From an optimization exercise on the open Yosys and OpenROAD flow, aimed at small area; shortcuts taken in it are not production practice. Where RTL was checked, it was by simulation tests only, not by an equivalence proof against the original. For run 2, only the layout was checked, not whether the RTL still works. Power figures rest on the tool's default switching activity, not on a simulated workload.

==> design.v <==
module ChangingLED (
    input clk_24M,
    input rst,           
    output wire led_r,
    output wire led_g,
    output wire led_b,
    input wire btn_a_i,
    input wire btn_b_i
);
reg [1:0] ph;
always @(posedge clk_24M) begin
    if (rst) ph <= 2'b00;
    else     ph <= {ph[0], ~ph[1]};
end
wire tick = ~ph[1] & ph[0];
reg [6:0] a;
reg [2:0] b;
wire aEnd = a[6] & a[5] & a[1] & a[0];           
wire [6:0] aT = {&a[5:0], &a[4:0], &a[3:0], &a[2:0], &a[1:0], a[0], 1'b1};
always @(posedge clk_24M) begin
    if (rst) begin
        a <= 7'd0;
        b <= 3'd0;
    end else if (tick) begin
        a <= aEnd ? 7'd0 : a ^ aT;
        if (aEnd) b <= b[2] ? 3'd0 : {b[1] & b[0], b[1] ^ b[0], ~b[0]};
    end
end
wire slow = tick & ((a == 7'd62 && b == 3'd0) || (a == 7'd87 && b == 3'd1) ||
                    (a == 7'd12 && b == 3'd3) || (a == 7'd37 && b == 3'd4));
reg [3:0] sr;
reg [9:0] cnt;       
reg       btn;       
wire dirB = sr[0];
wire cntTop = (&cnt[9:5]) & (&cnt[2:0]);         
wire cntBot = ~(|cnt);
wire cntDone = dirB ? cntTop : cntBot;
wire stable = (&sr) | ~(|sr);
wire [9:0] cx = dirB ? cnt : ~cnt;
wire [9:0] cT = {&cx[8:0], &cx[7:0], &cx[6:0], &cx[5:0], &cx[4:0], &cx[3:0], &cx[2:0], &cx[1:0], cx[0], 1'b1};
always @(posedge clk_24M) begin
    if (rst) begin
        sr  <= 4'b1111;
        cnt <= 10'd999;
        btn <= 1'b1;
    end else if (tick) begin
        sr <= {sr[2:0], btn_b_i};
        if (!cntDone) cnt <= cnt ^ cT;
        if (cntDone && stable) btn <= dirB;
    end
end
reg [2:0] bin;
wire [2:0] gray = {bin[2], bin[2:1] ^ bin[1:0]};
wire [2:0] jsel = bin[0] ? 3'b001 : bin[1] ? 3'b010 : 3'b100;
wire xIn = |(jsel & gray);
wire yUsed = bin[2] | bin[1];
reg [5:0] rx, ry;
wire dirX = btn & xIn;
wire dirY = btn;
wire dX = dirX ? (rx[5] & rx[4] & rx[1]) : ~(|rx);
wire dY = dirY ? (ry[5] & ry[4] & ry[1]) : ~(|ry);
wire [5:0] xx = dirX ? rx : ~rx;
wire [5:0] xy = dirY ? ry : ~ry;
wire [5:0] tx = {&xx[4:0], &xx[3:0], &xx[2:0], &xx[1:0], xx[0], 1'b1};
wire [5:0] ty = {&xy[4:0], &xy[3:0], &xy[2:0], &xy[1:0], xy[0], 1'b1};
wire step = btn & dX & (dY | ~yUsed);
wire [2:0] nbin = bin ^ {bin[1] & bin[0], bin[0], 1'b1};
wire nxIn = (nbin == 3'd1) | (nbin == 3'd2) | (nbin == 3'd4) | (nbin == 3'd5);
always @(posedge clk_24M) begin
    if (rst) begin
        rx <= 6'd0;
        ry <= 6'd0;
        bin <= 3'd0;
    end else if (slow) begin
        if (step) begin
            bin <= nbin;
            rx <= nxIn ? 6'd0 : 6'd50;
            ry <= 6'd50;
        end else begin
            if (!dX) rx <= rx ^ tx;
            if (!dY) ry <= ry ^ ty;
        end
    end
end
wire [5:0] lx, ly;
assign lx[0] = ~a[0] & rx[0];
assign ly[0] = ~a[0] & ry[0];
genvar i;
generate
    for (i = 1; i < 6; i = i + 1) begin : cmp
        assign lx[i] = (~a[i] & rx[i]) | (~a[i] & lx[i-1]) | (rx[i] & lx[i-1]);
        assign ly[i] = (~a[i] & ry[i]) | (~a[i] & ly[i-1]) | (ry[i] & ly[i-1]);
    end
endgenerate
wire px = ~a[6] & lx[5];
wire py = ~a[6] & ly[5];
reg [2:0] pwm;
always @(posedge clk_24M) begin
    if (rst) pwm <= 3'b000;
    else if (tick) pwm <= (jsel & {3{px}}) | (~jsel & gray & {3{py}});
end
assign led_r = ~pwm[2];
assign led_g = ~pwm[1];
assign led_b = ~pwm[0];
endmodule
==> run.sh <==
#!/bin/bash
# synth_recipe.tcl (not shown) runs the flow's synth.tcl, then flattens the netlist and writes it again
# the make line also repeats each setting of config.mk as NAME=value (left out here)
make -C /OpenROAD-flow-scripts/flow DESIGN_CONFIG=/design/flow/config.mk WORK_HOME=/design/flow/orfs CLKGATE_MAP_FILE= SYNTH_SCRIPT=/design/flow/synth_recipe.tcl finish
==> config.mk <==
export PLATFORM = sky130hd
export DESIGN_NAME = ChangingLED
export DESIGN_NICKNAME = ChangingLED
export VERILOG_FILES = /design/flow/design.v
export SDC_FILE = /design/flow/constraint.sdc
export NUM_CORES = 4
export LEC_CHECK = 0
export CAP_MARGIN = 20
export CORE_MARGIN = 2
export CORE_UTILIZATION = 40
export SLEW_MARGIN = 20
==> constraint.sdc <==
create_clock -name core_clock -period 20.0 [get_ports {clk_24M}]
set_input_delay 4.0000 -clock core_clock [delete_from_list [all_inputs] [get_ports {clk_24M}]]
set_output_delay 4.0000 -clock core_clock [all_outputs]
set_load 0.01 [all_outputs]
==> results of run 1 <==
## cells in the final DEF (no fill, tap or decap), types with 3 or more instances in the layout
| cell type | n |
|---|---|
| sky130_fd_sc_hd__nand2b_1 | 8 |
| sky130_fd_sc_hd__a21oi_1 | 28 |
| sky130_fd_sc_hd__a311o_1 | 3 |
| sky130_fd_sc_hd__buf_4 | 3 |
| sky130_fd_sc_hd__mux2i_1 | 5 |
| sky130_fd_sc_hd__clkdlybuf4s50_1 | 5 |
| sky130_fd_sc_hd__o21ai_0 | 12 |
| sky130_fd_sc_hd__or3_1 | 4 |
| sky130_fd_sc_hd__clkbuf_8 | 5 |
| sky130_fd_sc_hd__a211oi_1 | 3 |
| sky130_fd_sc_hd__nor3_1 | 16 |
| sky130_fd_sc_hd__nor2b_1 | 10 |
| sky130_fd_sc_hd__ha_1 | 15 |
| sky130_fd_sc_hd__nor4_1 | 5 |
| sky130_fd_sc_hd__nand3_1 | 6 |
| sky130_fd_sc_hd__and3_1 | 8 |
| sky130_fd_sc_hd__inv_1 | 21 |
| sky130_fd_sc_hd__xnor2_1 | 15 |
| sky130_fd_sc_hd__nor2_1 | 23 |
| sky130_fd_sc_hd__o211ai_1 | 4 |
| sky130_fd_sc_hd__nand4_1 | 8 |
| sky130_fd_sc_hd__xor2_1 | 11 |
| sky130_fd_sc_hd__nand2_1 | 37 |
| sky130_fd_sc_hd__dfxtp_1 | 45 |
## sequential cells by signal (all words and copies together) (netlist names), 3 cells and up
register	cells
ry	6
b	3
bin	3
sr	4
a	7
pwm	3
cnt	10
rx	6
## routing by layer
| metal | track usage | part of all wire | vias up |
|---|---|---|---|
| li1 | - | - | 1219 |
| met1 | 0.222 | 0.48 | 1132 |
| met2 | 0.255 | 0.46 | 55 |
| met3 | 0.0368 | 0.052 | 6 |
| met4 | 0.0413 | 0.011 | 0 |
| met5 | 0 | 0 | - |
## critical path, cell delays in order
cell                              delay, ns
sky130_fd_sc_hd__clkdlybuf4s50_1       0.39
sky130_fd_sc_hd__buf_4                 0.24
sky130_fd_sc_hd__inv_1                 0.43
sky130_fd_sc_hd__o21ai_0               0.35
sky130_fd_sc_hd__a21oi_1               0.19
## layout make-up
type | instances | share of cell area
multi-input cells | 260 | 0.583
flip-flops and latches | 45 | 0.297
well taps | 96 | 0.0396
inverters | 21 | 0.0260
repair buffers | 8 | 0.0239
clock buffers | 5 | 0.0227
clock inverters | 3 | 0.00743
## power by group through the flow
stage	clock [mW]	sequential, mW	combinational (mW)
after floorplan	0	0.0977	0.0194
after global placement	0	0.100	0.0222
after detailed placement	0	0.100	0.0224
after CTS	0.0612	0.0982	0.0226
after global routing	0.0633	0.0989	0.0253
final	0.0574	0.0983	0.0223
## how the worst min path moves through the flow
stage / start / depth (start not counted) / to
after floorplan: ph[1]$_SDFF_PP0_ / 1 / ph[0]$_SDFF_PP0_
after global placement: ph[1]$_SDFF_PP0_ / 1 / ph[0]$_SDFF_PP0_
after detailed placement: ph[1]$_SDFF_PP0_ / 1 / ph[0]$_SDFF_PP0_
after CTS: ph[1]$_SDFF_PP0_ / 1 / ph[0]$_SDFF_PP0_
after global routing: ph[1]$_SDFF_PP0_ / 1 / ph[0]$_SDFF_PP0_
final: ph[1]$_SDFF_PP0_ / 1 / ph[0]$_SDFF_PP0_
## synthesized netlist by cell type, types with 2 or more instances
cell	instances	area share
sky130_fd_sc_hd__a21oi_1	28	0.050
sky130_fd_sc_hd__or2_2	2	0.0044
sky130_fd_sc_hd__a2111oi_4	2	0.019
sky130_fd_sc_hd__nor3_1	16	0.028
sky130_fd_sc_hd__nand4_1	8	0.018
sky130_fd_sc_hd__nand2_1	37	0.049
sky130_fd_sc_hd__a221oi_1	2	0.0062
sky130_fd_sc_hd__nor2b_1	10	0.022
sky130_fd_sc_hd__o21ai_0	12	0.021
sky130_fd_sc_hd__or3_1	4	0.0088
sky130_fd_sc_hd__xor2_1	11	0.034
sky130_fd_sc_hd__a221o_1	2	0.0071
sky130_fd_sc_hd__nor2_1	23	0.031
sky130_fd_sc_hd__inv_1	21	0.028
sky130_fd_sc_hd__a211oi_1	3	0.0080
sky130_fd_sc_hd__nand4b_1	2	0.0062
sky130_fd_sc_hd__and3_1	8	0.018
sky130_fd_sc_hd__mux2i_1	5	0.018
sky130_fd_sc_hd__a311o_1	3	0.011
sky130_fd_sc_hd__ha_1	15	0.066
sky130_fd_sc_hd__nand2b_1	8	0.018
sky130_fd_sc_hd__o211ai_1	4	0.011
sky130_fd_sc_hd__nand3b_1	2	0.0053
sky130_fd_sc_hd__o221a_2	2	0.0080
sky130_fd_sc_hd__o32a_1	2	0.0071
sky130_fd_sc_hd__nor4_1	5	0.011
sky130_fd_sc_hd__nand3_1	6	0.011
sky130_fd_sc_hd__clkbuf_1	14	0.019
sky130_fd_sc_hd__o32ai_1	2	0.0062
sky130_fd_sc_hd__buf_1	2	0.0027
sky130_fd_sc_hd__xnor2_1	15	0.046
sky130_fd_sc_hd__dfxtp_1	45	0.32
sky130_fd_sc_hd__o31a_1	2	0.0062
## cell families (layout without fill, tap and decap cells)
| kind of cell | count (synthesis) | after routing |
|---|---|---|
| and+or+nand+nor | 138 | 138 |
| AOI/OAI and AO/OA | 75 | 75 |
| muxes | 6 | 6 |
| xor gates and xnor gates | 26 | 26 |
| adders and majority gates | 15 | 15 |
| DFF | 45 | 45 |
| buffers and inverters | 40 | 37 |
==> results list, run 1 <==
- The flow ran to the end and the layout has no timing, DRC or antenna violations.
* Synth-to-Final Area Change: 7.07%
- By area, the combinational part of the netlist is dominated by simple AND/OR/NAND/NOR gates.
- TritonCTS built the clock tree.
- Share of the synthesized area in compound gates (AO/OA/AOI/OAI): 0.198
- The share of total power dissipated in sequential elements is 0.552.
* Synthesized netlist net count: around 360
- The initial antenna violation count is 0.
* Synthesized instance count: roughly 350
- Once the clock tree was built, the setup fixing pass inserted 0 buffers.
- In the routed design, unresolved DRC markers number 0.
- From bottom edge to top edge, the die measures 88.1 microns.
* Fraction of final layout cells sized beyond drive strength 1: 0.0702
- For this run, the share of the core covered by cells in the final layout is 0.444.
- Number of search-and-repair iterations in the first detailed-routing pass: 4
- The analysis attributes to net switching a power of about 50 uW.
- Final setup violating endpoints: 0
* Half-perimeter wire length after detailed placement: around 4200 microns
- After clock tree synthesis, the clock-pin slew on the worst setup and hold paths is about 0.09 ns.
- Summing internal, switching and leakage power gives between 150 and 200 uW.
- Least-Margin Pin Slew: a little over 0.7 ns
* Non-filler cells, final: ~440
* Die Wd: 88.1 microns
- In the routed layout, each cell is associated on average with a via count of around 5.5.
- The share of total power dissipated in combinational logic is 0.125.
- Lkg Pwr: around 1.1 nW
- Initial core utilization: 0.414
- # clock sinks: 45
- Count of state elements after synthesis: 45
- Type of element launching the critical path: input pin
- In the finished design, the share of the clock period the worst path needs comes to 0.269.
* Simple-gate area share of the yosys netlist: 0.257
- Detailed-route via count: between 2000 and 2500
- For this run, asynchronously set or reset flops after synthesis account for 0.
- HP Class: reg -> reg
- Worst reg2reg path endpoint: rx[3]$_SDFFE_PP0P_
- The setup path with the least slack is of type in -> reg.
- The most critical setup path has its startpoint at rst.
- Max-capacitance violation count: 0
- End point of the critical path: a[2]$_SDFFE_PP0P_
- Leftover overflow at the end of global routing: 0
- The placed instances occupy a cell area of a little under 3000 sq um.
- Counting tap cells, the placed design contains a total of 430 instances.
- H-tree depth: 2
- The clock passes through at most 2 buffers.
* Most used DFF post-synth: sky130_fd_sc_hd__dfxtp_1
- Based on the critical path, the design can be clocked at up to approximately 190 MHz.
- In this run the worst path has a maximum fanout of 29.
- Synth Area in XOR/XNOR: 0.0805
* Violation count after the first detailed-routing iteration: between 70 and 80
- Diode insertion count for antenna repair: 0
- In this run the core area contains 30 standard-cell rows.
- Each instance of the synthesized netlist takes up on average 8.20 sq um.
- Register cell area after layout: between 900 and 1000 sq um
* Num CTS Buffers: 5
- Summing all multi-input logic gate instances after layout gives ~1800 sq um.
- Area of the core region: about 6800 sq um
- Unrepaired setup endpoints after global routing: no
- STA puts the critical path data required time at just over 20 ns.
* Maximum number of pins on one net before global-route repair: 30
- Wire length of the first global-routing pass: 9830 microns
- The number of hold violations in the final report was 0.
* Pwr dens: between 50 and 60 nW/um^2
- Post-CTS repair changed the size of 0 cells.
* Sequential element share of the synthesized area: 0.318
- Measured in cells, the most critical reg-to-reg path has a length of 8.
- Setup slack closes at ~15 ns.
- Aggregate global-route resource usage: 0.161
- For the final routed database, the setup TNS stands at 0 ns.
- Routed Antenna Nets: 0
* Full die area: around 7800 sq um
- Arrival time reported for the critical path endpoint: around 5.6 ns
- Filler instances: a little over 700
- The final layout contains routed wiring with a total length of ~6000 microns.
* Mapped Area: ~2800 sq um
- Of the total power, the share spent switching nets is 0.285.
- The clock reaches the later pin of the worst-skew pair after roughly 0.30 ns.
- Reg2Reg Setup Slack: roughly 17 ns
* Number of unique standard cell types used by synthesis: 55
* Top-level port count: 7
* Routed wire per std cell: around 14 microns
- Max_slew headroom: 0.530
- CTS placed an instance of sky130_fd_sc_hd__clkbuf_8 at the clock tree root.
- At the placement stage, the worst setup path has a slack of approximately 14 ns.
* Fin Hold WS: approximately 0.44 ns
* Multiplexer fraction of the synthesized cell area: 0.0217
- The worst register-to-register path begins at bin[0]$_SDFFE_PP0P_.
* Peak supply drop: roughly 0.042 mV
- Worst clock skew: 0.00609 ns
- Final #Nets: 360
- # port buffers: 5
- Number of buffers inserted by hold repair at cts: 0
- STA classifies the critical path endpoint as a flop.
* Global placer's final weighted congestion: between 0.8 and 0.9
* Post-route standard cell area excluding fillers: between 3000 and 4000 sq um
- Of the total power, the clock network draws 0.322.
- For this run, the number of Yosys warnings is 1.
- Cell internal power was estimated by the tool at 127 uW.
* Post-Synth Adder-Cell Area: 0.0663
- Yosys mapped a number of flops with a built-in enable equal to 0.
- The count of final max-slew check failures is 0.
- Vias in the first global route: 2053
- Tmin final: between 5 and 6 ns
==> run 2: changes to the inputs <==
--- a/design.v
+++ b/design.v
@@ -7,45 +7,44 @@
     input wire btn_a_i,
     input wire btn_b_i
 );
-reg [1:0] ph;
+reg [8:0] A;
+wire [6:0] a = A[8:2];
+wire tick = A[1] & A[0];
+wire aEnd = A[8] & A[7] & A[3] & A[2] & tick;    
+wire [8:0] AT = {&A[7:0], &A[6:0], &A[5:0], &A[4:0], &A[3:0], &A[2:0], &A[1:0], A[0], 1'b1};
 always @(posedge clk_24M) begin
-    if (rst) ph <= 2'b00;
-    else     ph <= {ph[0], ~ph[1]};
+    if (rst)       A <= 9'd2;
+    else if (aEnd) A <= 9'd0;
+    else           A <= A ^ AT;
 end
-wire tick = ~ph[1] & ph[0];
-reg [6:0] a;
-reg [2:0] b;
-wire aEnd = a[6] & a[5] & a[1] & a[0];           
-wire [6:0] aT = {&a[5:0], &a[4:0], &a[3:0], &a[2:0], &a[1:0], a[0], 1'b1};
+wire m = (a[5] & ~a[4] & ~a[3] & a[2] & ~a[1] & a[0]) |           
+         (a[5] & a[4] & a[3] & a[2] & a[1] & ~a[0]) |             
+         (a[6] & a[4] & ~a[3] & a[2] & a[1] & a[0]) |             
+         (~a[6] & ~a[5] & ~a[4] & a[3] & a[2] & ~a[1] & ~a[0]);   
+reg [2:0] c;
 always @(posedge clk_24M) begin
-    if (rst) begin
-        a <= 7'd0;
-        b <= 3'd0;
-    end else if (tick) begin
-        a <= aEnd ? 7'd0 : a ^ aT;
-        if (aEnd) b <= b[2] ? 3'd0 : {b[1] & b[0], b[1] ^ b[0], ~b[0]};
-    end
+    if (rst)           c <= 3'b000;
+    else if (tick & m) c <= {c[1], c[0], ~c[2] & ~c[1]};
 end
-wire slow = tick & ((a == 7'd62 && b == 3'd0) || (a == 7'd87 && b == 3'd1) ||
-                    (a == 7'd12 && b == 3'd3) || (a == 7'd37 && b == 3'd4));
+wire slow = tick & m & c[1] & c[0];
 reg [3:0] sr;
-reg [9:0] cnt;       
+reg [9:0] cnt;
 reg       btn;       
 wire dirB = sr[0];
-wire cntTop = (&cnt[9:5]) & (&cnt[2:0]);         
-wire cntBot = ~(|cnt);
+wire cntTop = ~cnt[0] & ~cnt[2] & ~cnt[3] & cnt[4] & ~cnt[5] & ~cnt[6] & ~cnt[8] & ~cnt[9];   
+wire cntBot = ~cnt[0] & ~cnt[2] & ~cnt[3] & ~cnt[4] & ~cnt[6] & ~cnt[7] & cnt[8] & ~cnt[9];   
 wire cntDone = dirB ? cntTop : cntBot;
 wire stable = (&sr) | ~(|sr);
-wire [9:0] cx = dirB ? cnt : ~cnt;
-wire [9:0] cT = {&cx[8:0], &cx[7:0], &cx[6:0], &cx[5:0], &cx[4:0], &cx[3:0], &cx[2:0], &cx[1:0], cx[0], 1'b1};
+wire [9:0] cntUp = {cnt[8:0], cnt[9] ^ cnt[6]};
+wire [9:0] cntDn = {cnt[0] ^ cnt[7], cnt[9:1]};
 always @(posedge clk_24M) begin
     if (rst) begin
         sr  <= 4'b1111;
-        cnt <= 10'd999;
+        cnt <= 10'h092;      
         btn <= 1'b1;
     end else if (tick) begin
         sr <= {sr[2:0], btn_b_i};
-        if (!cntDone) cnt <= cnt ^ cT;
+        if (!cntDone) cnt <= dirB ? cntUp : cntDn;
         if (cntDone && stable) btn <= dirB;
     end
 end
==> run 2 against run 1 <==
  * Global-route usage decreased by 0.28 points
  * Flip-flop and latch count stayed put
  * Still clean
  * Clock power increased by 22%
  * Via count down 12%
  * Non-clock buffer count shrank 1
  * Clock-buffer cell count unchanged
  * First-iteration DRC count rose by 24%
  * Combinational power increased by 14%
  * Synthesized cell count shrank 8.7%
  * Final cell count down 11%
  * Utilization down 0.083 points
  * Hold slack got worse by 0.013 ns
==> results list, run 2 <==
- Worst clock skew: roughly 0.011 ns
* Synthesized instance count: roughly 320
- Number of unique standard cell types used by synthesis: 57
- Synth-to-Final Area Change: 7.31%
* R2R depth: 8
* Type of element launching the critical path: flop
- Half-perimeter wire length after detailed placement: ~3800 microns
* Routed Antenna Nets: 0
- In this run the tightest slew margin relative to its limit is 0.465.
- Number of buffers added for setup after CTS: 0
* Top cell types by occurrence after synthesis: sky130_fd_sc_hd__dfxtp_1, sky130_fd_sc_hd__nor2_1, sky130_fd_sc_hd__nand2_1
- Synth top area share: 0.344
- Lkg Pwr: slightly below 1 nW
* Root Buffer: sky130_fd_sc_hd__clkbuf_8
- Top-level port count: 7
- The synthesized design contains 0 enable-type register cells.
* Final setup violating endpoints: 0
- Average via count per standard cell: 5.45
- Routed wire per std cell: ~14 microns
- Arrival time reported for the critical path endpoint: ~1.2 ns
- CTS clock-pin slew for the worst setup and hold paths: about 0.080 ns
* Most used DFF post-synth: sky130_fd_sc_hd__dfxtp_1
* Worst reg2reg path endpoint: ry[5]$_SDFFE_PP0P_
- The synthesized design contains between 40 and 50 register bits.
- TritonCTS built the clock tree.
- The first routing iteration left 93 violations.
- Dividing the synthesized area by the synthesized cell count gives about 8.3 sq um.
- Critical hold path startpoint: A[0]$_SDFF_PP0_
- For this run, the total global-route usage over all layers was measured as 0.158.
- After floorplanning, the core was sized to cover around 6300 sq um.
- Worst EP required: ~16 ns
- In this run the most used layer during global routing was met2.
- The register with the most flip-flops in the layout has 10 of them.
- Sorting the synthesized cells by area gives the leading types as sky130_fd_sc_hd__dfxtp_1, sky130_fd_sc_hd__nor2_1, sky130_fd_sc_hd__xnor2_1.
* Most common library cell in the layout ignoring fill and taps: sky130_fd_sc_hd__dfxtp_1
- In this run the register-to-register setup slack is ~17 ns.
- Worst setup path class: reg -> out
- CP max FO: 2
- For this design, the CTS-stage hold fixing added 0 buffers.
- Met3 Use GR: 0.0418
- In the post-synthesis netlist, the cell with the most instances is sky130_fd_sc_hd__dfxtp_1.
- The worst-case IR drop observed on VDD is roughly 0.035 mV.
- The largest registers in the layout are cnt (10), A (9).
* Total count of hold-check failures in the final report: 0
* Clock insertion delay at the later pin of the skew report: ~0.31 ns
* Full die area: about 7200 sq um
- Fraction of final layout cells sized beyond drive strength 1: 0.0643
* Antenna violations before repair: 0
- Fin crit share: 0.261
- Detailed-route via count: 2113
- # port buffers: 5
- For this run, the register share of the synthesized area comes to 0.344.
* Met2 usage: 0.262
- The number of gates resized after CTS was 0.
* Vias in the first global route: 1985
- Mapped Area: 2620 sq um
- Buffer depth of the longest clock path: 2
- At the placement stage, the worst setup path has a slack of roughly 15 ns.
* Outcome: timing/DRC/antenna clean
- Register with the highest flop count: cnt
- Global placer's final weighted congestion: around 0.8
* Die Wd: about 85 microns
- The initial utilization of the core area, before any placement, comes to 0.413.
- Dividing total power by cell area gives a power density of about 70 nW/um^2.
- For this run, the post-layout net count is approximately 320.
- The first global-routing pass estimated around 9300 microns of wire.
- Total detailed-routing wirelength: ~5300 microns
* Number of warnings issued by yosys: 1
* Residual DRC count: 0
- The worst hold path belongs to the class reg -> reg.
* Standard-cell row count: 29
* Die height: 84.9 microns
- Cell taking the most area after synthesis: sky130_fd_sc_hd__dfxtp_1
* Source of the worst register-to-register timing path: bin[0]$_SDFFE_PP0P_
- Along the worst hold path, the cell count comes to 1.
- Entering global routing, the biggest net connects 39 pins.
- Number of search-and-repair iterations in the first detailed-routing pass: 4
- Leading cell types in the layout, fill and taps excluded: sky130_fd_sc_hd__dfxtp_1, sky130_fd_sc_hd__nor2_1, sky130_fd_sc_hd__nand2_1
* Type of element capturing the critical path: output pin
- Met1 demand-to-capacity share in global routing: 0.205
* Tmin final: between 5 and 6 ns
* Leftover overflow at the end of global routing: 0
* Final setup margin: ~15 ns
- The number of antenna diodes in the final layout is 0.
- TritonCTS created 5 clock buffers.
* H-tree depth: 2
* Synthesized netlist net count: roughly 330
- Fin. max-slew vios: 0
* WHS Endpoint: A[0]$_SDFF_PP0_
* Setup_tns: 0 ns
- Least-Margin Pin Slew: between 0.8 and 0.9 ns
- Max Freq: 191 MHz
- CTS saw 45 sinks.
- Unrepaired setup endpoints after global routing: no
- Max-capacitance violation count: 0
- In the synthesized netlist the async set-or-reset flop fraction comes to 0.
[run 2: report_power, final]
part	internal [mW]	switching (mW)	total (mW)
logic	0.0121	0.0133	0.0254
clock network	0.0374	0.0328	0.0702
registers	0.0948	0.00687	0.102
total	0.144	0.0530	0.197
[run 2: logic make-up after synthesis]
kind of cell    synth area share
simple gates               0.243
compound gates             0.205
flops                      0.344
buf+inv                   0.0554
xor+xnor                  0.0568
fa+ha+maj                 0.0535
mux                       0.0420
[run 2: worst max path at each step]
stage | startpoint | to | depth (start not counted)
4_1_cts | pwm[2]$_SDFFE_PP0P_ | led_r | 2
5_1_grt | pwm[2]$_SDFFE_PP0P_ | led_r | 2
6_report | pwm[2]$_SDFFE_PP0P_ | led_r | 2
3_3_place_gp | rst | pwm[2]$_SDFFE_PP0P_ | 5
2_1_floorplan | rst | pwm[1]$_SDFFE_PP0P_ | 3
3_5_place_dp | rst | pwm[2]$_SDFFE_PP0P_ | 5
[run 2: metal layers]
metal | part of all wire | wire [microns]
met1 | 0.50 | 2650
met2 | 0.47 | 2520
met3 | 0.022 | 120
met4 | 0.0084 | 45
met5 | 0 | 0
[run 2: cell type report]
cell class / count / area (sq um)
inverters: 16 / 60.1
clock inverters: 3 / 46.3
repair buffers: 7 / 65.1
fillers: 629 / 3540
well taps: 77 / 96.3
multi-input cells: 235 / 1570
flip-flops and latches: 45 / 901
clock buffers: 5 / 68.8
[run 2: critical path, cell delays in order (launching register included)]
cell and delay (ns):
sky130_fd_sc_hd__dfxtp_1 0.32, sky130_fd_sc_hd__inv_1 0.08, sky130_fd_sc_hd__clkdlybuf4s50_1 0.53
[run 2: stage by stage]
| step | hold WS, ns | std cells | area (sq um) | total power [mW] | util |
|---|---|---|---|---|---|
| after detailed placement | 0.418 | 380 | 2700 | 0.130 | 0.425 |
| after global placement | 0.410 | 380 | 2700 | 0.129 | 0.425 |
| after global routing | 0.446 | 388 | 2810 | 0.209 | 0.443 |
| final | 0.426 | 388 | 2810 | 0.197 | 0.443 |
| after floorplan | 0.399 | 315 | 2620 | 0.124 | - |
| after CTS | 0.430 | 388 | 2810 | 0.201 | 0.443 |
==> run 3: changes to the inputs <==
--- a/design.v
+++ b/design.v
@@ -17,16 +17,16 @@
     else if (aEnd) A <= 9'd0;
     else           A <= A ^ AT;
 end
-wire m = (a[5] & ~a[4] & ~a[3] & a[2] & ~a[1] & a[0]) |           
-         (a[5] & a[4] & a[3] & a[2] & a[1] & ~a[0]) |             
-         (a[6] & a[4] & ~a[3] & a[2] & a[1] & a[0]) |             
-         (~a[6] & ~a[5] & ~a[4] & a[3] & a[2] & ~a[1] & ~a[0]);   
+wire m = (a[5] & ~a[4] & ~a[3] & a[2] & a[1] & ~a[0]) |           
+         (a[5] & a[4] & a[3] & a[2] & a[1] & a[0]) |              
+         (a[6] & a[4] & a[3] & ~a[2] & ~a[1] & ~a[0]) |           
+         (~a[6] & ~a[5] & ~a[4] & a[3] & a[2] & ~a[1] & a[0]);    
 reg [2:0] c;
 always @(posedge clk_24M) begin
     if (rst)           c <= 3'b000;
     else if (tick & m) c <= {c[1], c[0], ~c[2] & ~c[1]};
 end
-wire slow = tick & m & c[1] & c[0];
+wire step1 = tick & m & c[1] & c[0];
 reg [3:0] sr;
 reg [9:0] cnt;
 reg       btn;       
@@ -48,21 +48,26 @@
         if (cntDone && stable) btn <= dirB;
     end
 end
+reg btnD;
+always @(posedge clk_24M) begin
+    if (rst)       btnD <= 1'b1;
+    else if (tick) btnD <= btn;
+end
 reg [2:0] bin;
 wire [2:0] gray = {bin[2], bin[2:1] ^ bin[1:0]};
 wire [2:0] jsel = bin[0] ? 3'b001 : bin[1] ? 3'b010 : 3'b100;
 wire xIn = |(jsel & gray);
 wire yUsed = bin[2] | bin[1];
 reg [5:0] rx, ry;
-wire dirX = btn & xIn;
-wire dirY = btn;
+wire dirX = btnD & xIn;
+wire dirY = btnD;
 wire dX = dirX ? (rx[5] & rx[4] & rx[1]) : ~(|rx);
 wire dY = dirY ? (ry[5] & ry[4] & ry[1]) : ~(|ry);
 wire [5:0] xx = dirX ? rx : ~rx;
 wire [5:0] xy = dirY ? ry : ~ry;
 wire [5:0] tx = {&xx[4:0], &xx[3:0], &xx[2:0], &xx[1:0], xx[0], 1'b1};
 wire [5:0] ty = {&xy[4:0], &xy[3:0], &xy[2:0], &xy[1:0], xy[0], 1'b1};
-wire step = btn & dX & (dY | ~yUsed);
+wire step = btnD & dX & (dY | ~yUsed);
 wire [2:0] nbin = bin ^ {bin[1] & bin[0], bin[0], 1'b1};
 wire nxIn = (nbin == 3'd1) | (nbin == 3'd2) | (nbin == 3'd4) | (nbin == 3'd5);
 always @(posedge clk_24M) begin
@@ -70,7 +75,7 @@
         rx <= 6'd0;
         ry <= 6'd0;
         bin <= 3'd0;
-    end else if (slow) begin
+    end else if (step1) begin
         if (step) begin
             bin <= nbin;
             rx <= nxIn ? 6'd0 : 6'd50;
@@ -82,8 +87,8 @@
     end
 end
 wire [5:0] lx, ly;
-assign lx[0] = ~a[0] & rx[0];
-assign ly[0] = ~a[0] & ry[0];
+assign lx[0] = ~a[0] | rx[0];
+assign ly[0] = ~a[0] | ry[0];
 genvar i;
 generate
     for (i = 1; i < 6; i = i + 1) begin : cmp
@@ -91,13 +96,10 @@
         assign ly[i] = (~a[i] & ry[i]) | (~a[i] & ly[i-1]) | (ry[i] & ly[i-1]);
     end
 endgenerate
-wire px = ~a[6] & lx[5];
-wire py = ~a[6] & ly[5];
-reg [2:0] pwm;
-always @(posedge clk_24M) begin
-    if (rst) pwm <= 3'b000;
-    else if (tick) pwm <= (jsel & {3{px}}) | (~jsel & gray & {3{py}});
-end
+wire aPos = ~a[6] & (|a[5:0]);
+wire px = aPos & lx[5];
+wire py = aPos & ly[5];
+wire [2:0] pwm = (jsel & {3{px}}) | (~jsel & gray & {3{py}});
 assign led_r = ~pwm[2];
 assign led_g = ~pwm[1];
 assign led_b = ~pwm[0];
==> run 3 against run 2 <==
  * Critical path depth is 5 higher
  * Clock-buffer cell count stayed put
  * Global-route usage hardly changed
  * First-iteration DRC count grew 60%
  * Sequential share of layout area decreased by 0.28 points
  * Combinational power rose by 12%
  * Utilization shrank 0.85 points
  * Via count about the same
  * Clock skew decreased by 0.0034 ns
  * Final cell count is 4.1% lower
  * Register-to-register slack improved by 0.20 ns
  * Maximum frequency decreased by 18%
  * Critical path type unchanged
  * Critical endpoint is now led_b
  * Largest cell class unchanged
==> results list, run 3 <==
- Cell taking the most area after synthesis: sky130_fd_sc_hd__dfxtp_1
- For this run, the register share of the synthesized area comes to 0.338.
- Unrepaired setup endpoints after global routing: no
- Outcome: timing/DRC/antenna clean
- Biggest area contributors in the synthesized netlist: sky130_fd_sc_hd__dfxtp_1, sky130_fd_sc_hd__xnor2_1, sky130_fd_sc_hd__mux2i_1
- The worst path needs approximately 6.4 ns of the cycle, external delays included.
- After detailed routing, the total wire length is between 5000 and 6000 microns.
- Total count of hold-check failures in the final report: 0
* Die height: between 80 and 90 microns
* H-tree depth: 2
- Type of element capturing the critical path: output pin
- The count of final max-slew check failures is 0.
- Counting the fill cells in the layout gives 633.
* Num CTS Buffers: 5
* Maximum number of pins on one net before global-route repair: 39
- Diode insertion count for antenna repair: 0
- Violation count after the first detailed-routing iteration: roughly 150
* CTS clock-pin slew for the worst setup and hold paths: about 0.08 ns
- The initial antenna violation count came to 0.
* Full die area: between 7000 and 8000 sq um
- Power spread over the standard cell area amounts to 71.5 nW/um^2.
* Final setup violating endpoints: 0
- In this run the standard cell core region covers between 6000 and 7000 sq um.
* Initial core utilization: 0.408
- In the final layout, flip-flops and latches occupy 861 sq um.
- HP Class: reg -> reg
* Number of search-and-repair iterations in the first detailed-routing pass: 8
- Avg Synthesized Cell Area: about 8.4 sq um
- The floorplan step set the die width to 83.7 microns.
* Vias in the first global route: around 1900
- Register with the highest flop count: cnt
- Routed wire per std cell: 14.0 microns
* Synthesized netlist net count: 315
- After the last flow step, the layout net total stands at ~300.
- Leftover overflow at the end of global routing: 0
* Synthesized instance count: just over 300
* Number of buffers added for setup after CTS: 0
- Mapped Area: roughly 2500 sq um
- Synth-to-Final Area Change: 6.54%
* Synth top area share: 0.338
- Number of enable flip-flop cells after synthesis: 0
* Post_cts resized: 0
- In the global route stage, overall resource usage came out at 0.158.
- Global placer's final weighted congestion: roughly 0.77
- Top cell types by occurrence after synthesis: sky130_fd_sc_hd__dfxtp_1, sky130_fd_sc_hd__nor2_1, sky130_fd_sc_hd__a21oi_1
- Share of the core filled with cells in the final layout: 0.434
* # clock sinks: 43
- Along the worst path, the maximum fanout reaches 9.
- Port buffering added 5 buffers.
- Setup_tns: 0 ns
- For this design, the CTS-stage hold fixing added 0 buffers.
- Most common library cell in the layout ignoring fill and taps: sky130_fd_sc_hd__dfxtp_1
* Tot Pwr: around 190 uW
- Measured against its own limit, the worst slew margin works out to 0.448.
- The multi-input combinational cells in the finished layout cover a total of between 1500 and 2000 sq um.
* Detailed-route via count: roughly 2100
- Fraction of final layout cells sized beyond drive strength 1: 0.0610
- The cell sitting at the root of the clock tree is a sky130_fd_sc_hd__clkbuf_8.
* Number of unique standard cell types used by synthesis: 56
* Lkg Pwr: 1.01 nW
* Routed Antenna Nets: 0
* Average via count per standard cell: 5.68
* Largest registers ranked by flip-flop count: cnt (10), A (9)
* Buffer depth of the longest clock path: 2
- For this run, the number of Yosys warnings is 1.
* Count of state elements after synthesis: 43
- Leading cell type by number of instances after synthesis: sky130_fd_sc_hd__dfxtp_1
- Between clock sinks in the finished design, the worst skew comes to around 0.0072 ns.
* Arrival time reported for the critical path endpoint: around 2.4 ns
* Clock insertion delay at the later pin of the skew report: 0.30 ns
- Standard-cell row count: 29
* Number of flip-flops in the largest register: 10
- Peak supply drop: between 0.03 and 0.04 mV
* Ys async rst share: 0
- STA puts the critical path data required time at about 16 ns.
* Leading cell types in the layout, fill and taps excluded: sky130_fd_sc_hd__dfxtp_1, sky130_fd_sc_hd__nor2_1, sky130_fd_sc_hd__a21oi_1
- Detailed placement ended at an HPWL of between 3000 and 4000 microns.
* Type of element launching the critical path: flop
- Least-Margin Pin Slew: a little over 0.8 ns
- Top-level port count: 7
- TritonCTS built the clock tree.
* Residual DRC count: 0
- Wire length of the first global-routing pass: 9200 microns
* Reg2Reg Setup Slack: approximately 17 ns
* Fin crit share: 0.318
* Most used DFF post-synth: sky130_fd_sc_hd__dfxtp_1
- Derived from the worst setup path, the maximum achievable clock frequency is 157 MHz.
- The tool flagged a number of max-cap violations equal to 0.
* Worst setup path class: reg -> out
==> run 3: cell types whose count changed after synthesis, moves of 5 or more <==
cell	before	now
sky130_fd_sc_hd__nand2b_1	12	6
sky130_fd_sc_hd__nor2_1	38	31
sky130_fd_sc_hd__o21ai_0	10	5
sky130_fd_sc_hd__nor2b_1	6	11
sky130_fd_sc_hd__nand3_1	1	8
==> run 3: worst paths after layout <==
check / from / end / cells after the start
setup / recovery: A[2]$_SDFF_PP0_ / led_b / 7
hold / removal: A[0]$_SDFF_PP0_ / A[0]$_SDFF_PP0_ / 1
setup reg to reg: bin[0]$_SDFFE_PP0P_ / bin[2]$_SDFFE_PP0P_ / 8
hold reg to reg: A[0]$_SDFF_PP0_ / A[0]$_SDFF_PP0_ / 1
==> run 3: cell type report <==
class                      count  area share
multi-input combinational    226       0.568
sequential                    43       0.318
tap                           77      0.0355
clock buffer                   5      0.0254
timing repair buffer           6      0.0212
inverter                      13      0.0180
clock inverter                 2      0.0139
==> run 3: through the flow <==
stage / setup slack [ns] / hold slack, ns / area (sq um) / std cells
after floorplan: 14.57 / 0.399 / 2540 / 302
after global placement: 13.98 / 0.408 / 2600 / 365
after detailed placement: 13.98 / 0.416 / 2600 / 365
after CTS: 13.64 / 0.429 / 2710 / 372
after global routing: 13.43 / 0.445 / 2710 / 372
final: 13.63 / 0.424 / 2710 / 372
==> run 3: power by group <==
group | switching [mW] | internal [mW]
Sequential | 0.00717 | 0.0906
Combinational | 0.0144 | 0.0141
Clock | 0.0310 | 0.0365
Total | 0.0526 | 0.141
==> run 3: logic make-up after synthesis <==
logic type	after synthesis	synth area share
AOI/OAI and AO/OA	71	0.203
muxes	14	0.0556
xor gates and xnor gates	19	0.0654
adders and majority gates	9	0.0443
buffers and inverters	33	0.0561
DFF	43	0.338
and+or+nand+nor	113	0.237
==> run 3: per-layer routing <==
metal	wire [microns]	share of wire	vias to the layer above	global-route usage
met1	2640	0.51	996	0.226
met4	66	0.013	0	0.0484
met2	2340	0.45	35	0.239
met5	0	0	-	0
li1	-	-	1075	-
met3	164	0.031	8	0.0326
==> run 3: worst max-delay path, stage by stage (launching register included) <==
cell and delay (ns):
sky130_fd_sc_hd__dfxtp_1 0.48, sky130_fd_sc_hd__nor2b_1 0.18, sky130_fd_sc_hd__a221o_1 0.14, sky130_fd_sc_hd__o221ai_1 0.10, sky130_fd_sc_hd__a2bb2oi_1 0.31, sky130_fd_sc_hd__nor2_1 0.11, sky130_fd_sc_hd__a22oi_1 0.19, sky130_fd_sc_hd__clkdlybuf4s50_1 0.56
==> run 4: changes to the inputs <==
==> flow/run.sh (new file) <==
#!/bin/bash
# Own layout flow: the standard flow (standard.sh) with these changes to
# how the layout is made:
#  - synthesis maps the logic with an area-oriented ABC script
#    (flow/abc_area.script, in place of ORFS's abc_speed.script) and without
#    ORFS's separate half/full-adder cell step (ADDER_MAP_FILE empty);
#    registers, their names and cell types are those of the standard synthesis;
#  - the port buffers are buf_1 cells;
#  - clock tree synthesis adds no dummy loads.
# Each tool's output goes to ORFS's per-step logs under orfs/logs/, and make's
# output to flow_make.log here.
set -euo pipefail
W=$(pwd)
rm -rf "$W/scripts_area"
cp -r "$FLOW_HOME/scripts" "$W/scripts_area"
cp "$W/flow/abc_area.script" "$W/scripts_area/abc_speed.script"
export SCRIPTS_DIR="$W/scripts_area"
export ADDER_MAP_FILE=
export BUFFER_PORTS_ARGS="-buffer_cell sky130_fd_sc_hd__buf_1"
export CTS_ARGS="-sink_clustering_enable -repair_clock_nets -dont_use_dummy_load"
EXTRA=${EXTRA:-}
bash standard.sh SCRIPTS_DIR="$SCRIPTS_DIR" ADDER_MAP_FILE= \
    BUFFER_PORTS_ARGS="$BUFFER_PORTS_ARGS" CTS_ARGS="$CTS_ARGS" $EXTRA finish \
    > "$W/flow_make.log" 2>&1
==> flow/abc_area.script (new file) <==
strash
ifraig
dc2
dch -f
amap
topo
==> standard.sh (new file) <==
#!/bin/bash
# synth_recipe.tcl (not shown) runs the flow's synth.tcl, then flattens the netlist and writes it again
# the make line also repeats each setting of config.mk as NAME=value (left out here)
make -C /OpenROAD-flow-scripts/flow DESIGN_CONFIG=/design/flow/config.mk WORK_HOME=/design/flow/orfs CLKGATE_MAP_FILE= SYNTH_SCRIPT=/design/flow/synth_recipe.tcl "${@:-finish}"
removed: run.sh
==> run 4 against run 3 <==
  * Still clean
  * Via count is 4.6% lower
  * Clock power is 29% lower
  * Sequential share of layout area is 6.0 points higher
  * Setup slack better by 0.14 ns
  * Combinational power is 13% lower
  * Flip-flop and latch count stayed put
  * Critical endpoint is now led_g
==> results list, run 4 <==
- Across every metal layer, demand over resource in global routing totals 0.166.
- Global placer's final weighted congestion: between 0.8 and 0.9
- Synthesized instance count: 285
* Worst setup path class: reg -> out
* Critical Path Max Stage Delay: about 0.46 ns
- The critical path runs through a total of 10 cells.
- Total detailed-routing wirelength: about 4700 microns
* Count of state elements after synthesis: 43
- Vias in the first global route: 1734
- Ys async rst share: 0
- The clock passes through at most 2 buffers.
* Synth top area share: 0.410
* Wire length of the first global-routing pass: roughly 8000 microns
* Arrival time reported for the critical path endpoint: 2.22 ns
- Measured along the y axis, the die boundary spans between 70 and 80 microns.
- The worst register-to-register path has a depth of 16.
* Final #Nets: around 300
- Post-route standard cell area excluding fillers: between 2000 and 2500 sq um
- Leaving out fill and tap cells, the most frequent cell in the layout is sky130_fd_sc_hd__nor2_1.
- Biggest area contributors in the synthesized netlist: sky130_fd_sc_hd__dfxtp_1, sky130_fd_sc_hd__nor2_1, sky130_fd_sc_hd__clkinv_1
- Top-level port count: 7
- The count of final max-slew check failures is 0.
* Setup_tns: 0 ns
- Of the total power, combinational logic draws 0.148.
- Leaving out fill and tap cells, the most frequent cells in the layout are sky130_fd_sc_hd__nor2_1, sky130_fd_sc_hd__dfxtp_1, sky130_fd_sc_hd__clkinv_1.
- The final route contains about 2000 vias.
- Antenna violations before repair: 0
* Fin Hold WS: around 0.45 ns
- Critical Path Slowest Stage Cell: sky130_fd_sc_hd__dfxtp_1
* H-tree depth: 2
- Peak supply drop: about 0.034 mV
- Traced cell by cell, the critical path runs through clkinv_1 > o22ai_1 > o221ai_1 > a31oi_1 > a211oi_1 > a21oi_1 > or2_0 > nor2_1 > a22oi_1 > buf_1.
- Number of enable flip-flop cells after synthesis: 0
- Number of warnings issued by yosys: 1
* Leftover overflow at the end of global routing: 0
- Synthesized netlist net count: between 200 and 300
- In this run the power spent charging and discharging nets is around 45 uW.
* CP max FO: 7
- Power spread over the standard cell area amounts to around 73 nW/um^2.
- After synthesis, the mean cell area works out to between 7 and 8 sq um.
* Full die area: 5840 sq um
- Setup violations remaining at the end of the flow were counted as 0.
* Initial core utilization: 0.413
- Routed wire per std cell: around 13 microns
- Flop pwr share: 0.563
* Least-Margin Pin Slew: approximately 0.7 ns
* Mapped Area: roughly 2100 sq um
- In the routed layout, each cell is associated on average with a via count of about 5.5.
- Maximum number of pins on one net before global-route repair: 24
- Input and output buffers added on the ports amount to 5.
- Residual DRC count: 0
- Half-perimeter wire length after detailed placement: 3390 microns
- Fin crit share: 0.311
* Total count of hold-check failures in the final report: 0
- Number of buffers added for setup after CTS: 0
- Worst EP required: around 16 ns
* Max_slew headroom: 0.540
- The core region is roughly 5100 sq um.
- Post_cts resized: 0
- Reg2Reg Setup Slack: 16.54 ns
- Buffer and inverter count on the worst path: 2
- The tree built by TritonCTS fans out to 43 sinks.
- Clock insertion delay at the later pin of the skew report: around 0.29 ns
- For this run, the leading register cell type out of synthesis is sky130_fd_sc_hd__dfxtp_1.
* Synth-to-Final Area Change: 8.71%
* Leading cell type by number of instances after synthesis: sky130_fd_sc_hd__nor2_1
* Number of stages on the worst hold path: 1
- The worst setup path is launched from a flop.
* Number of unique standard cell types used by synthesis: 27
- For this run, the detailed router's first-pass iteration total came to 4.
- On the final layout, the worst clock skew is around 0.0091 ns.
- Violation count after the first detailed-routing iteration: 101
- Number of flip-flops in the largest register: 10
- Once detail routing completed, the nets flagged for antenna violations numbered 0.
- Top cell types by occurrence after synthesis: sky130_fd_sc_hd__nor2_1, sky130_fd_sc_hd__clkinv_1, sky130_fd_sc_hd__dfxtp_1
* Unrepaired setup endpoints after global routing: no
* Internal cell power: ~120 uW
- TritonCTS built the clock tree.
- Max-capacitance violation count: 0
- Type of element capturing the critical path: output pin
- The largest total area in the synthesized netlist belongs to sky130_fd_sc_hd__dfxtp_1.
* Fraction of final layout cells sized beyond drive strength 1: 0.0203
* Post-place instance area: around 2200 sq um
* Standard-cell row count: 26
* Sw frac: 0.270
* Clock share of power: 0.288
* Tmin final: about 6.2 ns
- Lkg Pwr: around 0.75 nW
- Timing would allow up to about 160 MHz.
* Register with the highest flop count: cnt
- The path class of the tightest hold or removal check is reg -> reg.
* Die Wd: roughly 76 microns
- Critical path's top delay family: compound AO/OA/AOI/OAI gates
* Num CTS Buffers: 5
- The share of the Yosys chip area taken by registers is 0.410.
- The largest registers in the layout are cnt (10), A (9).
- After clock tree synthesis, the clock-pin slew on the worst setup and hold paths is 0.08 ns.
* Diode insertion count for antenna repair: 0
* Root Buffer: sky130_fd_sc_hd__clkbuf_8
- The run finished with no timing, DRC or antenna violations.
* Number of buffers inserted by hold repair at cts: 0
-- run 4: changes by cell type in the layout (fill, tap and decap cells not counted), moves of 8 or more --
cell	delta
sky130_fd_sc_hd__mux2i_1	-13
sky130_fd_sc_hd__a22oi_1	+8
sky130_fd_sc_hd__o22ai_1	+13
sky130_fd_sc_hd__o221ai_1	+9
sky130_fd_sc_hd__nor2b_1	-9
sky130_fd_sc_hd__nor2_1	+24
sky130_fd_sc_hd__inv_1	-13
sky130_fd_sc_hd__clkinv_1	+43
sky130_fd_sc_hd__o21ai_0	+12
sky130_fd_sc_hd__ha_1	-9
sky130_fd_sc_hd__a211o_1	-9
sky130_fd_sc_hd__xnor2_1	-17
-- run 4: kinds of logic after synthesis --
kind of cell,Yosys count,synth area share
AO/OA/AOI/OAI,102,0.321
buffers and inverters,43,0.0769
AND/OR/NAND/NOR,97,0.192
flip-flops,43,0.410
-- run 4: per-layer routing --
layer,track usage,vias up,share of wire
li1,-,1066,-
met1,0.238,902,0.52
met2,0.240,42,0.41
met3,0.0427,7,0.052
met4,0.0582,0,0.014
met5,0,-,0
-- run 4: final timing paths --
path                              to             from
hold reg to reg      A[0]$_SDFF_PP0_  A[0]$_SDFF_PP0_
setup reg to reg  ry[5]$_SDFFE_PP0P_  A[0]$_SDFF_PP0_
hold / removal       A[0]$_SDFF_PP0_  A[0]$_SDFF_PP0_
setup / recovery               led_g  A[3]$_SDFF_PP0_
-- run 4: final cells by class --
cell class	count	area (sq um)
fillers	547	2790
multi-input cells	199	1080
flip-flops and latches	43	861
inverters	43	161
well taps	70	87.6
clock buffers	5	68.8
repair buffers	6	26.3
-- run 4: metrics by stage --
step | cells | util | power, mW | setup slack [ns]
finish | 366 | 0.449 | 0.167 | 13.78
global route | 366 | 0.449 | 0.177 | 13.55
CTS | 366 | 0.449 | 0.169 | 13.74
detailed placement | 361 | 0.436 | 0.121 | 14.07
global placement | 361 | 0.436 | 0.121 | 14.09
floorplan | 285 | - | 0.114 | 14.45
-- run 4: power groups by stage --
stage	combinational (mW)	sequential [mW]	clock [mW]
floorplan	0.0193	0.0950	0
global placement	0.0247	0.0959	0
detailed placement	0.0248	0.0959	0
CTS	0.0248	0.0939	0.0501
global route	0.0284	0.0946	0.0542
finish	0.0247	0.0941	0.0482
==> run 5: changes to the inputs <==
--- a/flow/run.sh
+++ b/flow/run.sh
@@ -18,7 +18,8 @@
 export ADDER_MAP_FILE=
 export BUFFER_PORTS_ARGS="-buffer_cell sky130_fd_sc_hd__buf_1"
 export CTS_ARGS="-sink_clustering_enable -repair_clock_nets -dont_use_dummy_load"
-EXTRA=${EXTRA:-}
+export RECOVER_POWER=100
+EXTRA="RECOVER_POWER=100"
 bash standard.sh SCRIPTS_DIR="$SCRIPTS_DIR" ADDER_MAP_FILE= \
     BUFFER_PORTS_ARGS="$BUFFER_PORTS_ARGS" CTS_ARGS="$CTS_ARGS" $EXTRA finish \
     > "$W/flow_make.log" 2>&1
==> run 5 against run 4 <==
  * Still clean
  * Total power is essentially flat
  * Combinational power is essentially flat
  * Synthesized cell count is the same
  * Final cell count is the same
  * Clock skew is essentially flat
  * Critical path depth is the same
  * Final area shrank 0.16%
  * Clock-buffer cell count is the same
  * Maximum frequency is essentially flat
  * Wire length is the same
  * Non-clock buffer count is the same
  * Clock power is essentially flat
==> results list, run 5 <==
- Outcome: timing/DRC/antenna clean
- Critical Path Slowest Stage Cell: sky130_fd_sc_hd__dfxtp_1
- Least-Margin Pin Slew: about 1.1 ns
* Synth-to-Final Area Change: 8.53%
- Counting instances, the worst hold path has a depth of 1.
- After the last flow step, the layout net total stands at just over 300.
* Mapped Area: around 2100 sq um
- Total detailed-routing wirelength: 4720 microns
- For this block, the initial DRC count from the detailed router was a little over 100.
- TritonCTS built the clock tree.
- Number of warnings issued by yosys: 1
- Power spread over the standard cell area amounts to 73.3 nW/um^2.
* Worst clock skew: between 0.009 and 0.01 ns
- Leading cell type by number of instances after synthesis: sky130_fd_sc_hd__nor2_1
- Using the TritonRoute via totals, the vias-per-cell ratio works out to roughly 5.5.
- Data on the critical path arrives at its endpoint at 2.22 ns.
- Most used DFF post-synth: sky130_fd_sc_hd__dfxtp_1
- The first detailed-routing pass took 4 iterations.
- Type of element launching the critical path: flop
* Biggest area contributors in the synthesized netlist: sky130_fd_sc_hd__dfxtp_1, sky130_fd_sc_hd__nor2_1, sky130_fd_sc_hd__clkinv_1
- In this run the standard cell core region covers 5070 sq um.
* Routed wire per std cell: roughly 13 microns
- Once the clock tree was built, the setup fixing pass inserted 0 buffers.
- The HPWL after detailed placement is ~3400 microns.
- The tool flagged a number of max-cap violations equal to 0.
- In the final layout, the registers with the most flip-flops are cnt (10), A (9).
- Synth top area share: 0.410
* Residual DRC count: 0
* Synthesized instance count: between 200 and 300
- # clock sinks: 43
- Depth of the critical timing path with buffers and inverters included: 10
- Worst setup path class: reg -> out
- The via count of the first global-routing pass is between 1500 and 2000.
* Wire length of the first global-routing pass: 7870 microns
* Most common library cell in the layout ignoring fill and taps: sky130_fd_sc_hd__nor2_1
- Routed Antenna Nets: 0
- Total count of hold-check failures in the final report: 0
* Die Wd: ~76 microns
- Lkg Pwr: between 0.7 and 0.8 nW
- TritonCTS created 5 clock buffers.
* Full die area: roughly 5800 sq um
- Fin. max-slew vios: 0
* Initial core utilization: 0.413
- HP Class: reg -> reg
- Setup repair after global routing left no endpoint under its margin.
- On the worst path, the slowest cell contributes a delay of ~0.46 ns.
* Diode insertion count for antenna repair: 0
- In this run, post-CTS hold repair placed 0 buffers.
* H-tree depth: 2
- Ys async rst share: 0
* Number of cells in the design after placement: between 300 and 400
- Antenna violations before repair: 0
* Buffer depth of the longest clock path: 2
- Peak supply drop: about 0.034 mV
- Non-filler cells, final: 366
- Tmin final: about 6.2 ns
- The share of the Yosys chip area taken by registers is 0.410.
- Summed over all instances, the cell type with the most area after synthesis is sky130_fd_sc_hd__dfxtp_1.
- Post-CTS repair changed the size of 0 cells.
- Leftover overflow at the end of global routing: 0
- Number of unique standard cell types used by synthesis: 27
- Leading cell types in the layout, fill and taps excluded: sky130_fd_sc_hd__nor2_1, sky130_fd_sc_hd__dfxtp_1, sky130_fd_sc_hd__clkinv_1
- Avg Synthesized Cell Area: 7.36 sq um
* Clock insertion delay at the later pin of the skew report: around 0.29 ns
- # port buffers: 5
- CTS clock-pin slew for the worst setup and hold paths: ~0.08 ns
- Series of cell instances along the critical path: clkinv_1 > o22ai_1 > o221ai_1 > a31oi_1 > a211oi_1 > a21oi_1 > or2_0 > nor2_1 > a22oi_1 > buf_1
* Fraction of final layout cells sized beyond drive strength 1: 0.0169
- Max_slew headroom: 0.241
- Among cell families on the critical path, the largest total delay comes from compound AO/OA/AOI/OAI gates.
- Number of flip-flops in the largest register: 10
* Aggregate global-route resource usage: 0.166
* Type of element capturing the critical path: output pin
- Along the worst path, the maximum fanout reaches 7.
* Count of state elements after synthesis: between 40 and 50
* Worst EP required: approximately 16 ns
- Global placer's final weighted congestion: 0.857
- Pin placement for this block handled 7 I/O pins.
- Detailed-route via count: between 2000 and 2500
- Maximum number of pins on one net before global-route repair: 24
- Ranked by flip-flop count, first place goes to cnt.
- Die height: around 76 microns
* Setup_tns: 0 ns
- Setup violations remaining at the end of the flow were counted as 0.
- Top cell types by occurrence after synthesis: sky130_fd_sc_hd__nor2_1, sky130_fd_sc_hd__clkinv_1, sky130_fd_sc_hd__dfxtp_1
* Standard-cell row count: 26
* Number of enable flip-flop cells after synthesis: 0
* Fin crit share: 0.311
- The worst register-to-register path has a depth of 16.
- Root Buffer: sky130_fd_sc_hd__clkbuf_8
* Max Freq: roughly 160 MHz
* Synthesized netlist net count: 289
* Buffer and inverter count on the worst path: 2
run 5: cell counts after synthesis:
No cell type changed its count.
run 5: where the power goes:
part | total, mW | leakage (nW) | switching, mW | internal (mW)
Clock | 0.0482 | 0.0359 | 0.0256 | 0.0225
Sequential | 0.0941 | 0.349 | 0.00389 | 0.0902
Combinational | 0.0247 | 0.356 | 0.0156 | 0.00903
Total | 0.167 | 0.742 | 0.0452 | 0.122
run 5: stage by stage:
stage	setup slack, ns	hold slack (ns)	utilization	instance area, sq um	power [mW]
after floorplan	14.45	0.413	-	2100	0.114
after global placement	14.09	0.429	0.436	2210	0.121
after detailed placement	14.07	0.434	0.436	2210	0.121
after CTS	13.74	0.451	0.449	2280	0.169
after global routing	13.55	0.475	0.449	2280	0.177
final	13.78	0.449	0.449	2280	0.167
run 5: final cells by class:
| cell class | instances | area (sq um) |
|---|---|---|
| fill | 547 | 2800 |
| tap | 70 | 87.6 |
| timing repair buffer | 6 | 22.5 |
| sequential | 43 | 861 |
| inverter | 43 | 161 |
| multi-input combinational | 199 | 1080 |
| clock buffer | 5 | 68.8 |
run 5: cells by family (layout without fill, tap and decap cells):
group | Yosys count | in the layout | synth area share
AO/OA/AOI/OAI | 102 | 102 | 0.321
buffers and inverters | 43 | 54 | 0.0769
AND/OR/NAND/NOR | 97 | 97 | 0.192
flip-flops | 43 | 43 | 0.410
run 5: worst paths after layout:
path	start	endpoint	slack (ns)
setup / recovery	A[3]$_SDFF_PP0_	led_g	13.78
hold / removal	A[0]$_SDFF_PP0_	A[0]$_SDFF_PP0_	0.45
setup reg to reg	A[0]$_SDFF_PP0_	ry[5]$_SDFFE_PP0P_	16.50
hold reg to reg	A[0]$_SDFF_PP0_	A[0]$_SDFF_PP0_	0.45
run 5: worst reg2reg max path, stage by stage, from the launching register on:
cell and delay, ns:
sky130_fd_sc_hd__dfxtp_1 0.35, sky130_fd_sc_hd__nand2_1 0.22, sky130_fd_sc_hd__nor2_1 0.32, sky130_fd_sc_hd__nand2_1 0.12, sky130_fd_sc_hd__nor2_1 0.16, sky130_fd_sc_hd__nand2_1 0.11, sky130_fd_sc_hd__nor2_1 0.19, sky130_fd_sc_hd__nand2_1 0.12
sky130_fd_sc_hd__o21ai_0 0.27, sky130_fd_sc_hd__nand3_1 0.28, sky130_fd_sc_hd__nor2_1 0.30, sky130_fd_sc_hd__o221ai_1 0.22, sky130_fd_sc_hd__clkinv_1 0.11, sky130_fd_sc_hd__o221ai_1 0.17, sky130_fd_sc_hd__o21ai_0 0.21, sky130_fd_sc_hd__o311a_1 0.18
sky130_fd_sc_hd__nor2_1 0.04
run 5: per-layer routing:
metal | vias to the layer above | GRT usage | routed length (microns)
met1 | 902 | 0.238 | 2470
met2 | 42 | 0.240 | 1940
met4 | 0 | 0.0582 | 65
met3 | 7 | 0.0427 | 244
met5 | - | 0 | 0
li1 | 1066 | - | -
==> run 6: changes to the inputs <==
--- a/flow/run.sh
+++ b/flow/run.sh
@@ -17,7 +17,7 @@
 export SCRIPTS_DIR="$W/scripts_area"
 export ADDER_MAP_FILE=
 export BUFFER_PORTS_ARGS="-buffer_cell sky130_fd_sc_hd__buf_1"
-export CTS_ARGS="-sink_clustering_enable -repair_clock_nets -dont_use_dummy_load"
+export CTS_ARGS="-repair_clock_nets -dont_use_dummy_load -buf_list sky130_fd_sc_hd__clkbuf_16"
 export RECOVER_POWER=100
 EXTRA="RECOVER_POWER=100"
 bash standard.sh SCRIPTS_DIR="$SCRIPTS_DIR" ADDER_MAP_FILE= \
==> run 6 against run 5 <==
  * Critical path type unchanged
  * Flip-flop and latch count is the same
  * Sequential share of layout area down 0.91 points
  * Clock skew decreased by 0.0026 ns
  * Largest cell class unchanged
  * Critical endpoint unchanged
  * Sequential power is essentially flat
==> results list, run 6 <==
- Averaged over all synthesized cells, the footprint is between 7 and 8 sq um.
* Num CTS Buffers: 5
* Most common library cell in the layout ignoring fill and taps: sky130_fd_sc_hd__nor2_1
- The register with the most flip-flops in the layout has 10 of them.
* Non-filler cells, final: between 300 and 400
- For this design the ratio of total power to cell area is between 80 and 90 nW/um^2.
* Synth-to-Final Area Change: 11.2%
- Number of search-and-repair iterations in the first detailed-routing pass: 4
* Final setup violating endpoints: 0
- Die Wd: around 76 microns
- CP max FO: 7
- For this run, the register share of the synthesized area comes to 0.410.
- Area of the core region: approximately 5100 sq um
* Register cell area after layout: 861 sq um
- Synthesized netlist net count: between 200 and 300
- The clock reaches the later pin of the worst-skew pair after ~0.27 ns.
- Fraction of final layout cells sized beyond drive strength 1: 0.0169
* Final #Nets: 302
- Number of buffers added for setup after CTS: 0
* Number of unique standard cell types used by synthesis: 27
- Standard-cell row count: 26
- CTS tree: done
* Post_cts resized: 0
- The run finished with no timing, DRC or antenna violations.
* Top cell types by occurrence after synthesis: sky130_fd_sc_hd__nor2_1, sky130_fd_sc_hd__clkinv_1, sky130_fd_sc_hd__dfxtp_1
- Die height: 76.4 microns
* Fin crit share: 0.310
* Average via count per standard cell: between 5 and 6
* Detailed-route via count: between 2000 and 2500
- In this run, synthesis produced a sequential element count of 43.
- Counting flops per register, the top entry is cnt.
- The top cell types in the final layout, fill and taps aside, are sky130_fd_sc_hd__nor2_1, sky130_fd_sc_hd__dfxtp_1, sky130_fd_sc_hd__clkinv_1.
* Peak supply drop: ~0.057 mV
* Diode insertion count for antenna repair: 0
* Source of the worst register-to-register timing path: A[0]$_SDFF_PP0_
* Number of enable flip-flop cells after synthesis: 0
* Setup_tns: 0 ns
- Critical Path Slowest Stage Cell: sky130_fd_sc_hd__dfxtp_1
- In the global route stage, overall resource usage came out at 0.164.
* # clock sinks: between 40 and 50
* Filler instances: 540
* Largest registers ranked by flip-flop count: cnt (10), A (9)
- In the synthesized netlist the dominant register cell turns out to be sky130_fd_sc_hd__dfxtp_1.
- Max_slew headroom: 0.240
- Series of cell instances along the critical path: clkinv_1 > o22ai_1 > o221ai_1 > a31oi_1 > a211oi_1 > a21oi_1 > or2_0 > nor2_1 > a22oi_1 > buf_1
- For this run, asynchronously set or reset flops after synthesis account for 0.
- Biggest area contributors in the synthesized netlist: sky130_fd_sc_hd__dfxtp_1, sky130_fd_sc_hd__nor2_1, sky130_fd_sc_hd__clkinv_1
- Multi-input gate area: approximately 1100 sq um
- By startpoint and endpoint, the worst setup path is classified as reg -> out.
- Top-level port count: 7
- Maximum number of pins on one net before global-route repair: 24
* Total detailed-routing wirelength: ~4700 microns
* Lkg Pwr: roughly 0.77 nW
* Max-capacitance violation count: 0
* Violation count after the first detailed-routing iteration: between 100 and 150
- Worst clock skew: roughly 0.0066 ns
- Half-perimeter wire length after detailed placement: roughly 3400 microns
* Mapped Area: between 2000 and 2500 sq um
- Among all cell types in the netlist, the one instantiated most often is sky130_fd_sc_hd__nor2_1.
- Dividing the detail-routed wire length by the instance count gives around 13 microns.
* Wire length of the first global-routing pass: approximately 7900 microns
- No sink is reached through more buffers than the 2 on the longest clock path.
- Fin. max-slew vios: 0
* H-tree depth: 2
* Total count of hold-check failures in the final report: 0
- During placement, the flow inserted port buffers numbering 5.
- Full die area: between 5000 and 6000 sq um
- The critical path starts at A[3]$_SDFF_PP0_.
- Synthesized instance count: about 290
* Root Buffer: sky130_fd_sc_hd__clkbuf_16
- For the worst setup path, the data arrival time is 2.20 ns.
- Routed Antenna Nets: 0
- Unrepaired setup endpoints after global routing: no
- Number of cells in the design after placement: between 300 and 400
* Vias in the first global route: ~1700
- The congestion estimate from routability-driven global placement came to around 0.86.
* HP Class: reg -> reg
- After detailed routing, the number of remaining DRC violations is 0.
- For this run, the number of Yosys warnings is 1.
- Synth top area share: 0.410
* Number of buffers inserted by hold repair at cts: 0
- Antenna violations before repair: 0
- The initial utilization of the core area, before any placement, comes to 0.413.
- At the pin with the least slew margin, the transition time is roughly 1.1 ns.
- The total overflow left after global routing is 0.
* Worst EP required: 16.00 ns
- Tmin final: a little over 6 ns
* Cell taking the most area after synthesis: sky130_fd_sc_hd__dfxtp_1
- STA classifies the critical path startpoint as a flop.
- The worst setup path is captured at an output pin.
* Max Freq: around 160 MHz
* CTS clock-pin slew for the worst setup and hold paths: approximately 0.060 ns
- The largest single stage delay on the critical path is 0.45 ns.
- Critical hold path startpoint: A[0]$_SDFF_PP0_
[run 6: critical path, delay by kind of cell, from the launching register on]
kind,cells,cell delay (ns)
AO/OA/AOI/OAI,6,0.83
buffers and inverters,2,0.37
flip-flops,1,0.45
AND/OR/NAND/NOR,2,0.28
[run 6: area by class of cell]
cell class                      instances  area share
Multi-Input combinational cell        199       0.461
Clock buffer                            5      0.0536
Tap cell                               70      0.0375
Timing Repair Buffer                    6     0.00965
Inverter                               43      0.0692
Sequential cell                        43       0.369
[run 6: per-layer routing]
layer / global-route usage / vias to the layer above / part of all wire
li1: - / 1064 / -
met1: 0.240 / 904 / 0.54
met2: 0.239 / 37 / 0.41
met3: 0.0391 / 7 / 0.037
met4: 0.0473 / 0 / 0.013
met5: 0 / - / 0
[run 6: power breakdown]
| group | internal (mW) | switching [mW] | leakage [nW] | total, mW |
|---|---|---|---|---|
| combinational | 0.00904 | 0.0158 | 0.356 | 0.0248 |
| sequential | 0.0903 | 0.00389 | 0.349 | 0.0942 |
| clock | 0.0440 | 0.0280 | 0.0616 | 0.0720 |
[run 6: path summary, 6_finish.rpt]
path	depth (start not counted)	slack [ns]	end
worst max register to register	16	16.44	ry[5]$_SDFFE_PP0P_
worst max-delay path	10	13.80	led_g
worst min-delay path	1	0.44	A[0]$_SDFF_PP0_
worst min register to register	1	0.44	A[0]$_SDFF_PP0_
[run 6: cell families (layout without fill, tap and decap cells)]
group | count (synthesis) | count (layout) | share of synthesized area
AO/OA/AOI/OAI | 102 | 102 | 0.321
AND/OR/NAND/NOR | 97 | 97 | 0.192
buffers and inverters | 43 | 54 | 0.0769
flip-flops | 43 | 43 | 0.410
[run 6: metrics by stage]
step | setup WS, ns | util | area [sq um] | power (mW) | hold slack, ns
floorplan | 14.45 | - | 2100 | 0.114 | 0.413
global placement | 14.09 | 0.436 | 2210 | 0.121 | 0.429
detailed placement | 14.07 | 0.436 | 2210 | 0.121 | 0.434
CTS | 13.76 | 0.461 | 2340 | 0.193 | 0.447
global route | 13.58 | 0.460 | 2330 | 0.202 | 0.470
finish | 13.80 | 0.460 | 2330 | 0.191 | 0.443

-- afterwards: timing with drivers on the ports --
The results above use ideal ports. As a check the final layouts listed here were re-extracted and re-timed, cells and wires unchanged. Step 1, drivers: a clkbuf_16 drives clk_24M and a buf_2 each remaining input, both assumed. Step 2, shift: input delay + t, output delay - t, t = (earliest + latest rising clock arrival at the registers) / 2. This alone moves slack from input paths to output paths. Three values: no drivers, after step 1, after step 2; two values: the first two.
run	shift t [ns]	setup WS [ns]	hold WS [ns]	worst setup path after step 2
run 1	0.322	14.615 / 14.623 / 14.301	0.439 / 0.439 / 0.439	input to register
run 2	0.332	14.772 / 14.745 / 14.654	0.426 / 0.426 / 0.426	input to register
run 3	0.322	13.635 / 13.608 / 13.929	0.424 / 0.424 / 0.424	register to output
run 4	0.309	13.776 / 13.748 / 14.057	0.449 / 0.449 / 0.449	register to output
run 5	0.309	13.775 / 13.747 / 13.726	0.449 / 0.449 / 0.449	input to register
run 6	0.302	13.797 / 13.767 / 13.725	0.443 / 0.443 / 0.443	input to register
After both steps every run listed still meets setup and hold. For run 1, which loses most, drivers alone change the setup slack by +0.008 ns; drivers and shift together by -0.314 ns.
